Source: an optimization exercise on an open RTL-to-GDS flow (aim: small area). Production flows keep margins and buffers that such runs may drop. Only the layout flow was run in this run; the RTL was not checked for function there. Power figures rest on the tool's default switching activity, not on a simulated workload.

### flow/design.v
`timescale 1ns/1ps
module rom2r_sync #(
    parameter integer DATA_WIDTH = 32,
    parameter integer ADDR_WIDTH = 10,    
    parameter integer ROM_DEPTH  = 1024,
    parameter        INIT_FILE   = "lut_q31_origin.mem"
)(
    input  wire                     clk,
    input  wire [ADDR_WIDTH-1:0]    addr_a,
    output reg  [DATA_WIDTH-1:0]    dout_a,
    input  wire [ADDR_WIDTH-1:0]    addr_b,
    output reg  [DATA_WIDTH-1:0]    dout_b
);
    reg [DATA_WIDTH-1:0] rom [0:ROM_DEPTH-1];
    initial begin
        if (INIT_FILE != "") begin
            $readmemh("lut_q31_origin.mem", rom);
        end
    end
    always @(posedge clk) begin
        dout_a <= rom[addr_a];
        dout_b <= rom[addr_b];
    end
endmodule
`timescale 1ns/1ps
module lut_rom2r #(
    parameter integer LUT_DEPTH  = 4096,
    parameter        INIT_FILE   = "lut_q31_origin.mem",
    parameter integer DATA_WIDTH = 32
)(
    input  wire                          clk,
    input  wire [ADDR_W-1:0]             addr_a,
    output wire [DATA_WIDTH-1:0]         dout_a,
    input  wire [ADDR_W-1:0]             addr_b,
    output wire [DATA_WIDTH-1:0]         dout_b
);
    function integer CLOG2;
        input integer value;
        integer v, i;
    begin
        v = (value > 0) ? value - 1 : 0;
        i = 0;
        while (v > 0) begin
            v = v >> 1;
            i = i + 1;
        end
        CLOG2 = i;
    end
    endfunction
    localparam integer ADDR_W = CLOG2(LUT_DEPTH);
    rom2r_sync #(
        .DATA_WIDTH (DATA_WIDTH),
        .ADDR_WIDTH (ADDR_W),
        .ROM_DEPTH  (LUT_DEPTH),
        .INIT_FILE  (INIT_FILE)
    ) u_rom (
        .clk    (clk),
        .addr_a (addr_a),
        .dout_a (dout_a),
        .addr_b (addr_b),
        .dout_b (dout_b)
    );
endmodule
`timescale 1ns / 1ps
module q_mul_param_hold #(
    parameter integer DATA_WIDTH = 32,                 
    parameter integer GAIN_WIDTH = 18,                 
    parameter integer FRAC_BITS  = 17,                 
    parameter integer PROD_WIDTH = DATA_WIDTH + GAIN_WIDTH
)(
    input  wire                         clk,
    input  wire                         rst_n,
    input  wire                         s_axis_tvalid,
    output wire                         s_axis_tready,
    input  wire signed [DATA_WIDTH-1:0] x_in,        
    input  wire signed [GAIN_WIDTH-1:0] gain_in,     
    output reg                          m_axis_tvalid,
    input  wire                         m_axis_tready,
    output reg  signed [DATA_WIDTH-1:0] y_out        
);
    wire can_load      = (~m_axis_tvalid) || (m_axis_tvalid && m_axis_tready);
    assign s_axis_tready = can_load;
    localparam integer PWIDTH = 2*PROD_WIDTH;
    wire signed [PROD_WIDTH-1:0] x_ext =
        {{(PROD_WIDTH-DATA_WIDTH){x_in[DATA_WIDTH-1]}}, x_in};
    wire signed [PROD_WIDTH-1:0] g_ext =
        {{(PROD_WIDTH-GAIN_WIDTH){gain_in[GAIN_WIDTH-1]}}, gain_in};
    (* use_dsp = "yes" *)
    wire signed [PWIDTH-1:0] prod_full = x_ext * g_ext;
    wire signed [PWIDTH-1:0] one      = {{(PWIDTH-1){1'b0}}, 1'b1};
    wire signed [PWIDTH-1:0] POS_BIAS = one <<< (FRAC_BITS-1);
    wire signed [PWIDTH-1:0] NEG_BIAS = POS_BIAS - one;
    wire signed [PWIDTH-1:0] biased   = prod_full + (prod_full[PWIDTH-1] ? NEG_BIAS : POS_BIAS);
    wire signed [PWIDTH-1:0] shifted  = biased >>> FRAC_BITS;
    wire need_sat =
        (shifted[PWIDTH-1:DATA_WIDTH] != { (PWIDTH-DATA_WIDTH){ shifted[DATA_WIDTH-1] } });
    wire signed [DATA_WIDTH-1:0] sat_val =
        shifted[PWIDTH-1] ? {1'b1, {(DATA_WIDTH-1){1'b0}}}    
                          : {1'b0, {(DATA_WIDTH-1){1'b1}}};   
    wire signed [DATA_WIDTH-1:0] y_next = need_sat ? sat_val : shifted[DATA_WIDTH-1:0];
    always @(posedge clk or negedge rst_n) begin
        if (!rst_n) begin
            m_axis_tvalid <= 1'b0;
            y_out         <= {DATA_WIDTH{1'b0}};
        end else begin
            if (m_axis_tvalid && m_axis_tready) begin
                m_axis_tvalid <= 1'b0;
            end
            if (s_axis_tvalid && s_axis_tready) begin
                y_out         <= y_next;
                m_axis_tvalid <= 1'b1;
            end
        end
    end
    initial begin
        if (FRAC_BITS < 1)
            $display("WARNING(q_mul_param_hold): FRAC_BITS < 1 may disable rounding.");
    end
endmodule
`timescale 1ns / 1ps
module adder_tree8_axis #(
    parameter integer DATA_WIDTH = 32,             
    parameter integer ACC_WIDTH  = DATA_WIDTH + 3  
)(
    input  wire                         clk,
    input  wire                         rst_n,
    input  wire                         s_axis_tvalid,
    output wire                         s_axis_tready,
    input  wire [8*DATA_WIDTH-1:0]      s_axis_tdata,
    output reg                          m_axis_tvalid,
    input  wire                         m_axis_tready,
    output reg  signed [DATA_WIDTH-1:0] m_axis_tdata
);
    wire can_load = (~m_axis_tvalid) || (m_axis_tvalid && m_axis_tready);
    assign s_axis_tready = can_load;
    wire signed [DATA_WIDTH-1:0] x [0:7];
    genvar ui;
    generate
        for (ui=0; ui<8; ui=ui+1) begin : UNPACK
            assign x[ui] = s_axis_tdata[(ui+1)*DATA_WIDTH-1 -: DATA_WIDTH];
        end
    endgenerate
    function signed [DATA_WIDTH-1:0] sat_to_nbits;
        input signed [ACC_WIDTH-1:0] a;
    begin
        if (a[ACC_WIDTH-1:DATA_WIDTH] == { (ACC_WIDTH-DATA_WIDTH){a[DATA_WIDTH-1]} })
            sat_to_nbits = a[DATA_WIDTH-1:0];
        else
            sat_to_nbits = a[ACC_WIDTH-1] ? {1'b1, {(DATA_WIDTH-1){1'b0}}}
                                          : {1'b0, {(DATA_WIDTH-1){1'b1}}};
    end
    endfunction
    reg signed [ACC_WIDTH-1:0] s1 [0:3];   
    reg signed [ACC_WIDTH-1:0] s2 [0:1];   
    reg                        v1, v2;     
    integer i1;
    always @(posedge clk or negedge rst_n) begin
        if (!rst_n) begin
            v1 <= 1'b0;
            for (i1=0; i1<4; i1=i1+1)
                s1[i1] <= {ACC_WIDTH{1'b0}};
        end else if (can_load && s_axis_tvalid) begin
            v1    <= 1'b1;
            s1[0] <= {{(ACC_WIDTH-DATA_WIDTH){x[0][DATA_WIDTH-1]}}, x[0]} +
                     {{(ACC_WIDTH-DATA_WIDTH){x[1][DATA_WIDTH-1]}}, x[1]};
            s1[1] <= {{(ACC_WIDTH-DATA_WIDTH){x[2][DATA_WIDTH-1]}}, x[2]} +
                     {{(ACC_WIDTH-DATA_WIDTH){x[3][DATA_WIDTH-1]}}, x[3]};
            s1[2] <= {{(ACC_WIDTH-DATA_WIDTH){x[4][DATA_WIDTH-1]}}, x[4]} +
                     {{(ACC_WIDTH-DATA_WIDTH){x[5][DATA_WIDTH-1]}}, x[5]};
            s1[3] <= {{(ACC_WIDTH-DATA_WIDTH){x[6][DATA_WIDTH-1]}}, x[6]} +
                     {{(ACC_WIDTH-DATA_WIDTH){x[7][DATA_WIDTH-1]}}, x[7]};
        end else if (can_load && !s_axis_tvalid) begin
            v1 <= 1'b0;  
        end
    end
    always @(posedge clk or negedge rst_n) begin
        if (!rst_n) begin
            v2   <= 1'b0;
            s2[0] <= {ACC_WIDTH{1'b0}};
            s2[1] <= {ACC_WIDTH{1'b0}};
        end else if (can_load) begin
            v2   <= v1;
            s2[0] <= s1[0] + s1[1];
            s2[1] <= s1[2] + s1[3];
        end
    end
    wire signed [DATA_WIDTH-1:0] sum_now = sat_to_nbits(s2[0] + s2[1]);
    always @(posedge clk or negedge rst_n) begin
        if (!rst_n) begin
            m_axis_tvalid <= 1'b0;
            m_axis_tdata  <= {DATA_WIDTH{1'b0}};
        end else begin
            if (m_axis_tvalid && m_axis_tready)
                m_axis_tvalid <= 1'b0;
            if (can_load && v2) begin
                m_axis_tdata  <= sum_now;
                m_axis_tvalid <= 1'b1;
            end
        end
    end
endmodule
`timescale 1ns/1ps
module compute_core_child #(
    parameter integer DATA_WIDTH   = 32,    
    parameter integer IDX_W        = 10,    
    parameter integer GAIN_W       = 18,    
    parameter integer PHASE_W      = 32,    
    parameter integer LUT_ADDR_W   = 12,    
    parameter integer LUT_DEPTH    = (1<<LUT_ADDR_W),
    parameter integer FRAC_BITS    = 17,    
    parameter         PHASE_INCR_INIT = "phase_incr_origin.mem",  
    parameter         SINE_LUT_INIT   = "lut_q31_origin.mem"      
)(
    input  wire                        clk,
    input  wire                        rst_n,
    input  wire [8*IDX_W -1:0]         index_a_bus,
    input  wire [8*GAIN_W-1:0]         gain_a_bus,
    output wire [DATA_WIDTH-1:0]       m_axis_tdata,
    output wire                        m_axis_tvalid,
    input  wire                        m_axis_tready
);
    wire [IDX_W -1:0] idx_a_now  [0:7];
    wire [GAIN_W-1:0] gain_a_now [0:7];
    genvar u;
    generate
        for (u=0; u<8; u=u+1) begin : UNPACK_A
            assign idx_a_now [u] = index_a_bus[(u+1)*IDX_W -1 -: IDX_W];
            assign gain_a_now[u] = gain_a_bus [(u+1)*GAIN_W-1 -: GAIN_W];
        end
    endgenerate
    localparam integer PHASE_TBL_DEPTH = (1<<IDX_W);
    reg [PHASE_W-1:0] phase_incr_tbl [0:PHASE_TBL_DEPTH-1];
    integer ii;
    initial begin
        if (PHASE_INCR_INIT != "") begin
            $readmemh("phase_incr_origin.mem", phase_incr_tbl);
        end else begin
            for (ii=0; ii<PHASE_TBL_DEPTH; ii=ii+1) phase_incr_tbl[ii] = {PHASE_W{1'b0}};
        end
    end
    reg [IDX_W-1:0]   last_idx_a [0:7];
    reg [PHASE_W-1:0] dphi_a_reg [0:7];
    integer ca;
    always @(posedge clk or negedge rst_n) begin
        if (!rst_n) begin
            for (ca=0; ca<8; ca=ca+1) begin
                last_idx_a[ca] <= {IDX_W{1'b0}};
                dphi_a_reg[ca] <= {PHASE_W{1'b0}};
            end
        end else begin
            for (ca=0; ca<8; ca=ca+1) begin
                if (idx_a_now[ca] != last_idx_a[ca]) begin
                    dphi_a_reg[ca] <= phase_incr_tbl[idx_a_now[ca]];  
                    last_idx_a[ca] <= idx_a_now[ca];
                end
            end
        end
    end
    reg [GAIN_W-1:0] gain_a_reg [0:7];
    integer cg;
    always @(posedge clk or negedge rst_n) begin
        if (!rst_n) begin
            for (cg=0; cg<8; cg=cg+1) gain_a_reg[cg] <= {GAIN_W{1'b0}};
        end else begin
            for (cg=0; cg<8; cg=cg+1)
                if (gain_a_now[cg] != gain_a_reg[cg]) gain_a_reg[cg] <= gain_a_now[cg];
        end
    end
    reg                    out_valid_r;
    reg  [DATA_WIDTH-1:0]  out_data_r;
    assign m_axis_tdata  = out_data_r;
    assign m_axis_tvalid = out_valid_r;
    wire can_load = (~out_valid_r) || (out_valid_r && m_axis_tready);
    wire advance  = can_load;
    reg [PHASE_W-1:0] pha_a [0:7];
    integer k;
    always @(posedge clk or negedge rst_n) begin
        if (!rst_n) begin
            for (k=0; k<8; k=k+1) pha_a[k] <= {PHASE_W{1'b0}};
        end else if (advance) begin
            for (k=0; k<8; k=k+1) pha_a[k] <= pha_a[k] + dphi_a_reg[k];
        end
    end
    wire [LUT_ADDR_W-1:0] lut_addr_a [0:7];
    wire signed [DATA_WIDTH-1:0] wav_a      [0:7];
    generate
        for (u=0; u<8; u=u+1) begin : ADDR_A
            assign lut_addr_a[u] = pha_a[u][PHASE_W-1 -: LUT_ADDR_W];
        end
    endgenerate
    genvar l;
    generate
        for (l=0; l<4; l=l+1) begin : G_LUT_A
            lut_rom2r #(
                .LUT_DEPTH (LUT_DEPTH),
                .INIT_FILE (SINE_LUT_INIT),
                .DATA_WIDTH(DATA_WIDTH)
            ) u_lut_a (
                .clk   (clk),
                .addr_a(lut_addr_a[2*l]),
                .dout_a(wav_a     [2*l]),
                .addr_b(lut_addr_a[2*l+1]),
                .dout_b(wav_a     [2*l+1])
            );
        end
    endgenerate
    wire                  mul_v [0:7];
    wire signed [DATA_WIDTH-1:0] mul_y [0:7];
    generate
        for (u=0; u<8; u=u+1) begin : MULS_A
            q_mul_param_hold #(
                .DATA_WIDTH (DATA_WIDTH),
                .GAIN_WIDTH (GAIN_W),
                .FRAC_BITS  (FRAC_BITS)
            ) u_mul (
                .clk           (clk),
                .rst_n         (rst_n),
                .s_axis_tvalid (advance),
                .s_axis_tready ( ),
                .x_in          (wav_a[u]),
                .gain_in       (gain_a_reg[u]),
                .m_axis_tvalid (mul_v[u]),
                .m_axis_tready (can_load),
                .y_out         (mul_y[u])
            );
        end
    endgenerate
    wire mul_all_valid = &{mul_v[0],mul_v[1],mul_v[2],mul_v[3],mul_v[4],mul_v[5],mul_v[6],mul_v[7]};
    wire [8*DATA_WIDTH-1:0] adder_in_bus =
        { mul_y[7], mul_y[6], mul_y[5], mul_y[4],
          mul_y[3], mul_y[2], mul_y[1], mul_y[0] };
    wire                    sumA_valid;
    wire signed [DATA_WIDTH-1:0] sumA_q31;
    adder_tree8_axis #(
        .DATA_WIDTH (DATA_WIDTH),
        .ACC_WIDTH  (DATA_WIDTH+3)
    ) u_adder_chA (
        .clk           (clk),
        .rst_n         (rst_n),
        .s_axis_tvalid (mul_all_valid && can_load),
        .s_axis_tready ( ),
        .s_axis_tdata  (adder_in_bus),
        .m_axis_tvalid (sumA_valid),
        .m_axis_tready (can_load),
        .m_axis_tdata  (sumA_q31)
    );
    always @(posedge clk or negedge rst_n) begin
        if (!rst_n) begin
            out_valid_r <= 1'b0;
            out_data_r  <= {DATA_WIDTH{1'b0}};
        end else begin
            if (out_valid_r && m_axis_tready)
                out_valid_r <= 1'b0;
            if (sumA_valid && can_load) begin
                out_data_r  <= sumA_q31;  
                out_valid_r <= 1'b1;
            end
        end
    end
endmodule
`timescale 1ns/1ps
module gpio_cfg_decoder_axis32 #(
    parameter integer IDX_W  = 10,
    parameter integer GAIN_W = 18
)(
    input  wire         clk,
    input  wire         rst_n,
    input  wire [31:0]  s_axis_tdata,
    input  wire         s_axis_tvalid,
    output wire         s_axis_tready,
    output reg          idx_we,
    output reg          gain_we,
    output reg          wr_ch,
    output reg  [2:0]   wr_tone,
    output reg  [IDX_W-1:0]  wr_index,
    output reg  [GAIN_W-1:0] wr_gain,
    output reg          commit_req,
    output reg          safe_we,
    output reg          safe_val
);
    wire [3:0]  cmd   = s_axis_tdata[31:28];
    wire        ch    = s_axis_tdata[27];
    wire [2:0]  tone  = s_axis_tdata[26:24];
    wire [19:0] data  = s_axis_tdata[19:0];
    localparam [3:0] CMD_IDX            = 4'h1;
    localparam [3:0] CMD_GAIN           = 4'h2;
    localparam [3:0] CMD_SAFE           = 4'hC;
    localparam [3:0] CMD_COMMIT         = 4'hF;
    assign s_axis_tready = 1;
    wire accept = s_axis_tvalid & s_axis_tready;
    always @(posedge clk or negedge rst_n) begin
        if (!rst_n) begin
            wr_ch           <= 1'b0;
            wr_tone         <= 3'd0;
            idx_we          <= 1'b0;
            gain_we         <= 1'b0;
            wr_index        <= {IDX_W{1'b0}};
            wr_gain         <= {GAIN_W{1'b0}};
            commit_req      <= 1'b0;
            safe_we         <= 1'b0;
            safe_val        <= 1'b0;
        end else begin
            commit_req      <= 1'b0;
            safe_we         <= 1'b0;
            idx_we          <= 1'b0;
            gain_we         <= 1'b0;
            if (accept) begin
                case (cmd)
                    CMD_IDX: begin
                        idx_we    <= 1'b1;
                        wr_ch    <= ch;
                        wr_tone  <= tone;
                        wr_index <= data[IDX_W-1:0];
                    end
                    CMD_GAIN: begin
                        gain_we     <= 1'b1;
                        wr_ch       <= ch;
                        wr_tone     <= tone;
                        wr_gain     <= data[GAIN_W-1:0];  
                    end
                    CMD_COMMIT: begin
                        commit_req <= 1'b1;
                    end
                    CMD_SAFE: begin
                        safe_we  <= 1'b1;
                        safe_val <= data[0];  
                    end
                    default: ;  
                endcase
            end
        end
    end
endmodule
`timescale 1ns/1ps
module cfg_pingpong_idx_gain_2x8 #(
    parameter integer IDX_W  = 10,
    parameter integer GAIN_W = 18
)(
    input  wire                clk,
    input  wire                rst_n,
    input  wire                idx_we,        
    input  wire                gain_we,       
    input  wire                wr_ch,         
    input  wire [2:0]          wr_tone,       
    input  wire [IDX_W-1:0]    wr_index,
    input  wire [GAIN_W-1:0]   wr_gain,
    input  wire                commit_req,
    input  wire                commit_safe,
    output reg                 active_bank,
    output wire [8*IDX_W -1:0] index_a_bus,
    output wire [8*GAIN_W-1:0] gain_a_bus,
    output wire [8*IDX_W -1:0] index_b_bus,
    output wire [8*GAIN_W-1:0] gain_b_bus
);
    reg [IDX_W -1:0] idx_a_0 [0:7], idx_a_1 [0:7];
    reg [GAIN_W-1:0] gn_a_0  [0:7], gn_a_1  [0:7];
    reg [IDX_W -1:0] idx_b_0 [0:7], idx_b_1 [0:7];
    reg [GAIN_W-1:0] gn_b_0  [0:7], gn_b_1  [0:7];
    wire shadow_bank = ~active_bank;
    localparam [GAIN_W-1:0] GAIN_ONE = (GAIN_W >= 18) ? 18'h1_0000
                                : {{(GAIN_W-1){1'b0}},1'b1};
    integer i;
    always @(posedge clk or negedge rst_n) begin
        if (!rst_n) begin
            active_bank <= 1'b0;
            for (i=0; i<8; i=i+1) begin
                idx_a_0[i] <= {IDX_W{1'b0}}; gn_a_0[i] <= {GAIN_W{1'b0}};
                idx_b_0[i] <= {IDX_W{1'b0}}; gn_b_0[i] <= {GAIN_W{1'b0}};
                idx_a_1[i] <= {IDX_W{1'b0}}; gn_a_1[i] <= {GAIN_W{1'b0}};
                idx_b_1[i] <= {IDX_W{1'b0}}; gn_b_1[i] <= {GAIN_W{1'b0}};
            end
        end else begin
            if (idx_we && wr_ch == 1'b0) begin
                if (shadow_bank == 1'b0) begin
                    idx_a_0[wr_tone] <= wr_index;
                end else begin
                    idx_a_1[wr_tone] <= wr_index;
                end
            end
            if (idx_we && wr_ch == 1'b1) begin
                if (shadow_bank == 1'b0) begin
                    idx_b_0[wr_tone] <= wr_index;
                end else begin
                    idx_b_1[wr_tone] <= wr_index;
                end
            end
            if (gain_we && wr_ch == 1'b0) begin
                if (shadow_bank == 1'b0) begin
                    gn_a_0[wr_tone] <= wr_gain;
                end else begin
                    gn_a_1[wr_tone] <= wr_gain;
                end
            end
            if (gain_we && wr_ch == 1'b1) begin
                if (shadow_bank == 1'b0) begin
                    gn_b_0[wr_tone] <= wr_gain;
                end else begin
                    gn_b_1[wr_tone] <= wr_gain;
                end
            end
            if (commit_req && commit_safe) begin
                active_bank <= ~active_bank;
            end
        end
    end
    genvar t;
    generate
        for (t=0; t<8; t=t+1) begin : PACK
            assign index_a_bus[(t+1)*IDX_W -1 -: IDX_W] = (active_bank==1'b0) ? idx_a_0[t] : idx_a_1[t];
            assign gain_a_bus [(t+1)*GAIN_W-1 -: GAIN_W]= (active_bank==1'b0) ? gn_a_0 [t] : gn_a_1 [t];
            assign index_b_bus[(t+1)*IDX_W -1 -: IDX_W] = (active_bank==1'b0) ? idx_b_0[t] : idx_b_1[t];
            assign gain_b_bus [(t+1)*GAIN_W-1 -: GAIN_W]= (active_bank==1'b0) ? gn_b_0 [t] : gn_b_1 [t];
        end
    endgenerate
endmodule
`timescale 1ns/1ps
module stream_register_slice #(
    parameter integer DATA_WIDTH    = 32,
    parameter integer STARTUP_DELAY = 0
)(
    input  wire                   clk,
    input  wire                   rst_n,
    input  wire [DATA_WIDTH-1:0]  s_axis_tdata,
    input  wire                   s_axis_tvalid,
    output wire                   s_axis_tready,
    output reg  [DATA_WIDTH-1:0]  m_axis_tdata,
    output reg                    m_axis_tvalid,
    input  wire                   m_axis_tready
);
    localparam integer SCNT_W = (STARTUP_DELAY <= 1) ? 1 :
                                (STARTUP_DELAY <= 2) ? 2 :
                                (STARTUP_DELAY <= 4) ? 3 :
                                (STARTUP_DELAY <= 8) ? 4 : 8;
    reg [SCNT_W-1:0] start_cnt;
    wire startup_done = (STARTUP_DELAY == 0) ? 1'b1
                        : (start_cnt == STARTUP_DELAY[SCNT_W-1:0]);
    always @(posedge clk or negedge rst_n) begin
        if (!rst_n) start_cnt <= {SCNT_W{1'b0}};
        else if (!startup_done) start_cnt <= start_cnt + {{(SCNT_W-1){1'b0}},1'b1};
    end
    reg                  vld0, vld1;
    reg [DATA_WIDTH-1:0] dat0, dat1;
    assign s_axis_tready = !vld1;
    wire   push = s_axis_tvalid && s_axis_tready;
    wire   pop  = m_axis_tvalid && m_axis_tready;
    always @(posedge clk or negedge rst_n) begin
        if (!rst_n) begin
            vld0 <= 1'b0; vld1 <= 1'b0;
            dat0 <= {DATA_WIDTH{1'b0}};
            dat1 <= {DATA_WIDTH{1'b0}};
        end else begin
            if (pop) begin
                if (vld1) begin
                    dat0 <= dat1; vld0 <= 1'b1; vld1 <= 1'b0;
                end else begin
                    vld0 <= 1'b0;
                end
            end
            if (push) begin
                if (!vld0 || (pop && !vld1)) begin
                    dat0 <= s_axis_tdata; vld0 <= 1'b1;
                end else begin
                    dat1 <= s_axis_tdata; vld1 <= 1'b1;
                end
            end
        end
    end
    always @(*) begin
        m_axis_tdata  = dat0;
        m_axis_tvalid = vld0 && startup_done;
    end
endmodule
`timescale 1ns/1ps
module waveform_generator_v5 #(
    parameter integer DATA_WIDTH    = 16,   
    parameter integer IDX_W         = 5,    
    parameter integer GAIN_W        = 8,    
    parameter integer LUT_ADDR_W    = 6,    
    parameter integer PHASE_W       = 16,   
    parameter integer STARTUP_DELAY = 0
)(
    input  wire                   clk,
    input  wire                   rst_n,
    input  wire [31:0]            s_axis_tdata,
    input  wire                   s_axis_tvalid,
    output wire                   s_axis_tready,
    output wire                   active_bank_o,
    output wire [31:0]            m_axis_tdata,
    output wire                   m_axis_tvalid,
    input  wire                   m_axis_tready
);
    wire               idx_we;
    wire               gain_we;
    wire               wr_ch;
    wire [2:0]         wr_tone;
    wire [IDX_W-1:0]   wr_index;
    wire [GAIN_W-1:0]  wr_gain;
    wire               commit_req;
    wire               safe_we;
    wire               safe_val;
    gpio_cfg_decoder_axis32 #(
        .IDX_W (IDX_W),
        .GAIN_W(GAIN_W)
    ) u_dec (
        .clk          (clk),
        .rst_n        (rst_n),
        .s_axis_tdata (s_axis_tdata),
        .s_axis_tvalid(s_axis_tvalid),
        .s_axis_tready(s_axis_tready),    
        .idx_we       (idx_we),
        .gain_we      (gain_we),
        .wr_ch        (wr_ch),
        .wr_tone      (wr_tone),
        .wr_index     (wr_index),
        .wr_gain      (wr_gain),
        .commit_req   (commit_req),
        .safe_we      (safe_we),
        .safe_val     (safe_val)
    );
    reg commit_safe_reg;
    always @(posedge clk or negedge rst_n) begin
        if (!rst_n)
            commit_safe_reg <= 1'b1;    
        else if (safe_we)
            commit_safe_reg <= safe_val;
    end
    wire [8*IDX_W -1:0] index_a_bus_int;
    wire [8*GAIN_W-1:0] gain_a_bus_int;
    wire [8*IDX_W -1:0] index_b_bus_int;
    wire [8*GAIN_W-1:0] gain_b_bus_int;
    wire                 active_bank_int;
    cfg_pingpong_idx_gain_2x8 #(
        .IDX_W (IDX_W),
        .GAIN_W(GAIN_W)
    ) u_cfg (
        .clk         (clk),
        .rst_n       (rst_n),
        .idx_we      (idx_we),
        .gain_we     (gain_we),
        .wr_ch       (wr_ch),
        .wr_tone     (wr_tone),
        .wr_index    (wr_index),
        .wr_gain     (wr_gain),
        .commit_req  (commit_req),
        .commit_safe (commit_safe_reg),
        .active_bank (active_bank_int),
        .index_a_bus (index_a_bus_int),
        .gain_a_bus  (gain_a_bus_int),
        .index_b_bus (index_b_bus_int),
        .gain_b_bus  (gain_b_bus_int)
    );
    assign active_bank_o = active_bank_int;
    wire [DATA_WIDTH-1:0] coreA_tdata;
    wire                  coreA_tvalid;
    wire                  coreA_tready;
    compute_core_child #(
        .DATA_WIDTH(DATA_WIDTH),
        .IDX_W     (IDX_W),
        .GAIN_W    (GAIN_W),
        .LUT_ADDR_W(LUT_ADDR_W),
        .FRAC_BITS (GAIN_W-1),
        .PHASE_W   (PHASE_W)
    ) u_core_A (
        .clk          (clk),
        .rst_n        (rst_n),
        .index_a_bus  (index_a_bus_int),
        .gain_a_bus   (gain_a_bus_int),
        .m_axis_tdata (coreA_tdata),
        .m_axis_tvalid(coreA_tvalid),
        .m_axis_tready(coreA_tready)
    );
    wire [DATA_WIDTH-1:0] coreB_tdata;
    wire                  coreB_tvalid;
    wire                  coreB_tready;
    compute_core_child #(
        .DATA_WIDTH(DATA_WIDTH),
        .IDX_W     (IDX_W),
        .GAIN_W    (GAIN_W),
        .LUT_ADDR_W(LUT_ADDR_W),
        .FRAC_BITS (GAIN_W-1),
        .PHASE_W   (PHASE_W)
    ) u_core_B (
        .clk          (clk),
        .rst_n        (rst_n),
        .index_a_bus  (index_b_bus_int),    
        .gain_a_bus   (gain_b_bus_int),
        .m_axis_tdata (coreB_tdata),
        .m_axis_tvalid(coreB_tvalid),
        .m_axis_tready(coreB_tready)
    );
    wire                 join_s_tready;
    wire                 join_s_tvalid = coreA_tvalid & coreB_tvalid;
    assign coreA_tready = join_s_tready & coreB_tvalid;
    assign coreB_tready = join_s_tready & coreA_tvalid;
    wire [31:0] join_s_tdata = { coreA_tdata[DATA_WIDTH-1 -: 16], coreB_tdata[DATA_WIDTH-1 -: 16] };
    stream_register_slice #(
        .DATA_WIDTH   (32),
        .STARTUP_DELAY(STARTUP_DELAY)
    ) u_slice (
        .clk          (clk),
        .rst_n        (rst_n),
        .s_axis_tdata (join_s_tdata),
        .s_axis_tvalid(join_s_tvalid),
        .s_axis_tready(join_s_tready),
        .m_axis_tdata (m_axis_tdata),
        .m_axis_tvalid(m_axis_tvalid),
        .m_axis_tready(m_axis_tready)
    );
endmodule
### flow/lut_q31_origin.mem
0000
0c8c
18f9
2528
30fb
3c56
471c
5133
5a82
62f1
6a6d
70e2
7641
7a7c
7d89
7f61
7fff
7f61
7d89
7a7c
7641
70e2
6a6d
62f1
5a82
5133
471c
3c56
30fb
2528
18f9
0c8c
0000
f374
e707
dad8
cf05
c3aa
b8e4
aecd
a57e
9d0f
9593
8f1e
89bf
8584
8277
809f
8001
809f
8277
8584
89bf
8f1e
9593
9d0f
a57e
aecd
b8e4
c3aa
cf05
dad8
e707
f374
### flow/phase_incr_origin.mem
0000
03b7
076f
0b26
0edd
1295
164c
1a03
1dbb
2172
2529
28e1
2c98
304f
3407
37be
3b75
3f2d
42e4
469b
4a53
4e0a
51c1
5579
5930
5ce7
609f
6456
680d
6bc5
6f7c
7333
### flow/run.sh
#!/bin/bash
# synth_recipe.tcl (not shown) runs the flow's synth.tcl, then flattens the netlist and writes it again
# the make line also repeats each setting of config.mk as NAME=value (left out here)
make -C /OpenROAD-flow-scripts/flow DESIGN_CONFIG=/design/flow/config.mk WORK_HOME=/design/flow/orfs CLKGATE_MAP_FILE= SYNTH_SCRIPT=/design/flow/synth_recipe.tcl finish
### flow/config.mk
export PLATFORM = sky130hd
export DESIGN_NAME = waveform_generator_v5
export DESIGN_NICKNAME = waveform_generator_v5
export VERILOG_FILES = /design/flow/design.v
export SDC_FILE = /design/flow/constraint.sdc
export NUM_CORES = 4
export LEC_CHECK = 0
export CAP_MARGIN = 20
export CORE_MARGIN = 2
export CORE_UTILIZATION = 35
export SLEW_MARGIN = 20
### flow/constraint.sdc
create_clock -name core_clock -period 11.0 [get_ports {clk}]
set_input_delay 2.2000 -clock core_clock [delete_from_list [all_inputs] [get_ports {clk}]]
set_output_delay 2.2000 -clock core_clock [all_outputs]
set_load 0.01 [all_outputs]
==> run summary <==
[power breakdown]
group / internal [mW] / switching, mW
sequential: 9.72 / 2.95
clock: 5.09 / 3.52
combinational: 8.00 / 13.3
[cell families (layout without fill, tap and decap cells)]
group                    Yosys count  after routing  share of synthesized area, %
AO/OA/AOI/OAI                   5665           5665                          17.3
XOR/XNOR                         934            934                          3.98
adder cells (fa/ha/maj)         3261           3261                          25.9
buffers and inverters           3958           3494                          7.25
flip-flops                      2022           2022                          24.0
multiplexers                     976            976                          5.46
other                              1             10                       0.00182
AND/OR/NAND/NOR                 7019           7019                          16.2
[layout by cell type (no fill, tap or decap), types with 619 or more instances in the layout]
master   count
dfrtp_1   1729
o21ai_0   1573
nand2_1   2128
ha_1      1520
inv_1     2770
nor2_1    1912
a21oi_1   1562
fa_1      1678
xnor2_1    619
mux2_2     767
and2_1    1497
[through the flow]
step | worst slack [ns] | hold WS, ns | instances
after floorplan | 3.22 | 0.434 | 23800
after global placement | 2.58 | 0.448 | 30700
after detailed placement | 2.46 | 0.452 | 30700
after CTS | 2.43 | 0.469 | 31200
after global routing | 1.72 | 0.488 | 31200
final | 2.40 | 0.461 | 31200
[path summary, 6_finish.rpt]
kind	from	to	slack (ns)	cells after the start
worst max-delay path	u_core_B.gain_a_reg[1][2]	u_core_B.MULS_A[1].u_mul.y_out[7]	2.40	29
worst min-delay path	u_core_A.MULS_A[6].u_mul.m_axis_tvalid	u_core_A.MULS_A[6].u_mul.m_axis_tvalid	0.46	1
worst max register to register	u_core_B.gain_a_reg[1][2]	u_core_B.MULS_A[1].u_mul.y_out[7]	2.40	29
worst min register to register	u_core_A.MULS_A[6].u_mul.m_axis_tvalid	u_core_A.MULS_A[6].u_mul.m_axis_tvalid	0.46	1
max in group asynchronous	rst_n	u_core_B.pha_a[2][12]	7.60	3
min in group asynchronous	rst_n	u_core_A.u_adder_chA.s2[0][17]	1.15	1
[per-layer routing]
| layer | GRT usage (%) | share of wire, % |
|---|---|---|
| met4 | 3.96 | 2.2 |
| met1 | 25.7 | 47 |
| met5 | 0 | 0.021 |
| met2 | 28.7 | 45 |
| met3 | 2.14 | 5.6 |
[worst reg2reg max path: cells and delay by family (launching register included)]
| kind | cells | cell delay (ns) |
|---|---|---|
| XOR/XNOR | 1 | 0.67 |
| adder cells (fa/ha/maj) | 7 | 3.17 |
| AO/OA/AOI/OAI | 7 | 1.56 |
| flip-flops | 1 | 0.71 |
| multiplexers | 1 | 0.29 |
| AND/OR/NAND/NOR | 9 | 1.67 |
| buffers and inverters | 4 | 0.36 |
[layout make-up]
type | instances | area share [%]
antenna | 9 | 0.0101
clock buffer | 325 | 3.12
clock inverter | 123 | 0.711
inverter | 2818 | 4.76
multi-input combinational | 17900 | 63.9
sequential | 2022 | 22.2
tap | 7782 | 4.38
timing repair buffer | 228 | 0.896
==> impl_metrics.yaml <==
worst_setup_path:
  worstPathArrival_ns: 9.43
  crit_type: "reg -> reg"
  crit_path_end_kind: "register"
  worst_ep_required_time_ns: 11.82
  crit_fanout: 16
  cp.buffers_inverters: 4
  crit_slowest_cell: "dfrtp_1"
  max_stage_delay_ns: 0.71
  critPathTopFamily: "adder cells"
  startpoint_type: "register"
synth:
  synthTopCellsByArea: "dfrtp_1 (21%), fa_1 (16%), ha_1 (9.2%)"
  synth_top_area_cell: "dfrtp_1"
  synth_nets: 27100
  synth.distinct_cells: 130
  seq_area_frac_synth_pct: 24.0
  syn_inst: 23800
  syn_area_per_cell_sq_um: 8.64
  synth.most_common_cell: "inv_1"
  synth_edf_count: 0
  synth_commonest_cells: "inv_1 (2770), nand2_1 (2130), nor2_1 (1915), dfrtp_1 (1765), fa_1 (1678)"
  synth_flop_cell: "dfrtp_1"
  async_flop_share_pct: 87.3
  post-synth-top-area-fraction_pct: 21.5
  ys.warnings.count: 26
  netlist_area_sq_mm: 0.206
  synth_seq_cells: 2022
global_routing:
  grt_max_degree: 161
  antenna_found_initial: 31
  grt_pass1_wl_microns: 881000
  grt_overflow: 0
  grt_usage_pct: 17.9
  grt_pass1_vias: 161000
pwr:
  p_leak_nw: 104
  p_total_mw: 42.6
  power_density_mw_per_mm2: 192
  ir_drop_uv: 206
sta:
  setup_viol_count_final: 0
  slew_viol_final: 0
  rsz0062_at_grt: "false"
  finalHoldViolations: 0
  fmax_mhz: 116
  finClkSkew_ns: 0.0667
  fin_crit_sh_pct: 78.2
  tightest_slew_ns: 1.23
  slew_headroom_pct: 17.8
  finalCriticalPeriod_ns: 8.60
  fin_setup_tns_ns: 0
detailed_routing:
  drc: 0
  drt-wirelength-per-cell_microns: 17.4
  ant_nets: 0
  routed_via_density: 5.30
  drt_iter0_drc: 13800
  routed_wl_microns: 542000
  firstDrtPassIters: 8
  vias: 165000
finish:
  finalNetCount: 26400
  ff_latch_area_sq_mm: 0.0494
  fin_area_sq_mm: 0.222
  area_growth_pct: 7.86
  n_fill_cell: 59200
  utilization_pct: 37.9
  drive_above_1_share_pct: 7.19
  multi_input_area_sq_mm: 0.142
clocking:
  postCtsSetupRepairBufs: 0
  cts.path.max_buffers: 4
  cts_buffers: 241
  cts_root_buf: "clkbuf_16"
  insertion_delay_ns: 0.98
  cts_tree: "done"
  clkSlewWorstSetupHoldPaths_ns: 0.06
  cts-htree-levels: 4
  holdBufCountCts: 0
  cts_resized: 0
  cts.sinks: 2022
die:
  fp.dieW_microns: 771
  rows: 281
  io_pins: 71
  dieArea_sq_mm: 0.594
  coreArea_sq_mm: 0.586
  die_y_microns: 771
  initial_core_util_pct: 35.1
place:
  placed_area_sq_mm: 0.214
  hpwl_microns: 401000
  routabilityCongestion: 0.884
  numPortBuffers: 53
min_path:
  worstHoldPathType: "reg -> reg"
flow_run:
  cap_viol_max_count: 0
status:
  status: "timing/DRC/antenna clean"

## port drivers added, routing unchanged
In the flow no input, the clock included, has a driving cell. The finished layout below was timed again as built, in two steps. Step 1 assumes that a clkbuf_16 drives the clock port and a buf_2 every other input. Step 2 moves the port delays by t, midway between the first and last clock arrival at a register: inputs arrive t later, outputs are due t later. That takes back most of the time a late clock gives input paths. Slacks: ideal / step 1 / step 2; pairs: ideal / step 1.
t, ns: 1.056
setup WS [ns]: 2.397 / 2.397 / 2.397
worst setup path at the end: register to register
worst slew at a driven data input, ns: 0.16
After both steps this run still meets setup and hold. The setup slack of this run moves by 0.000 ns with the drivers and by 0.000 ns with both steps.
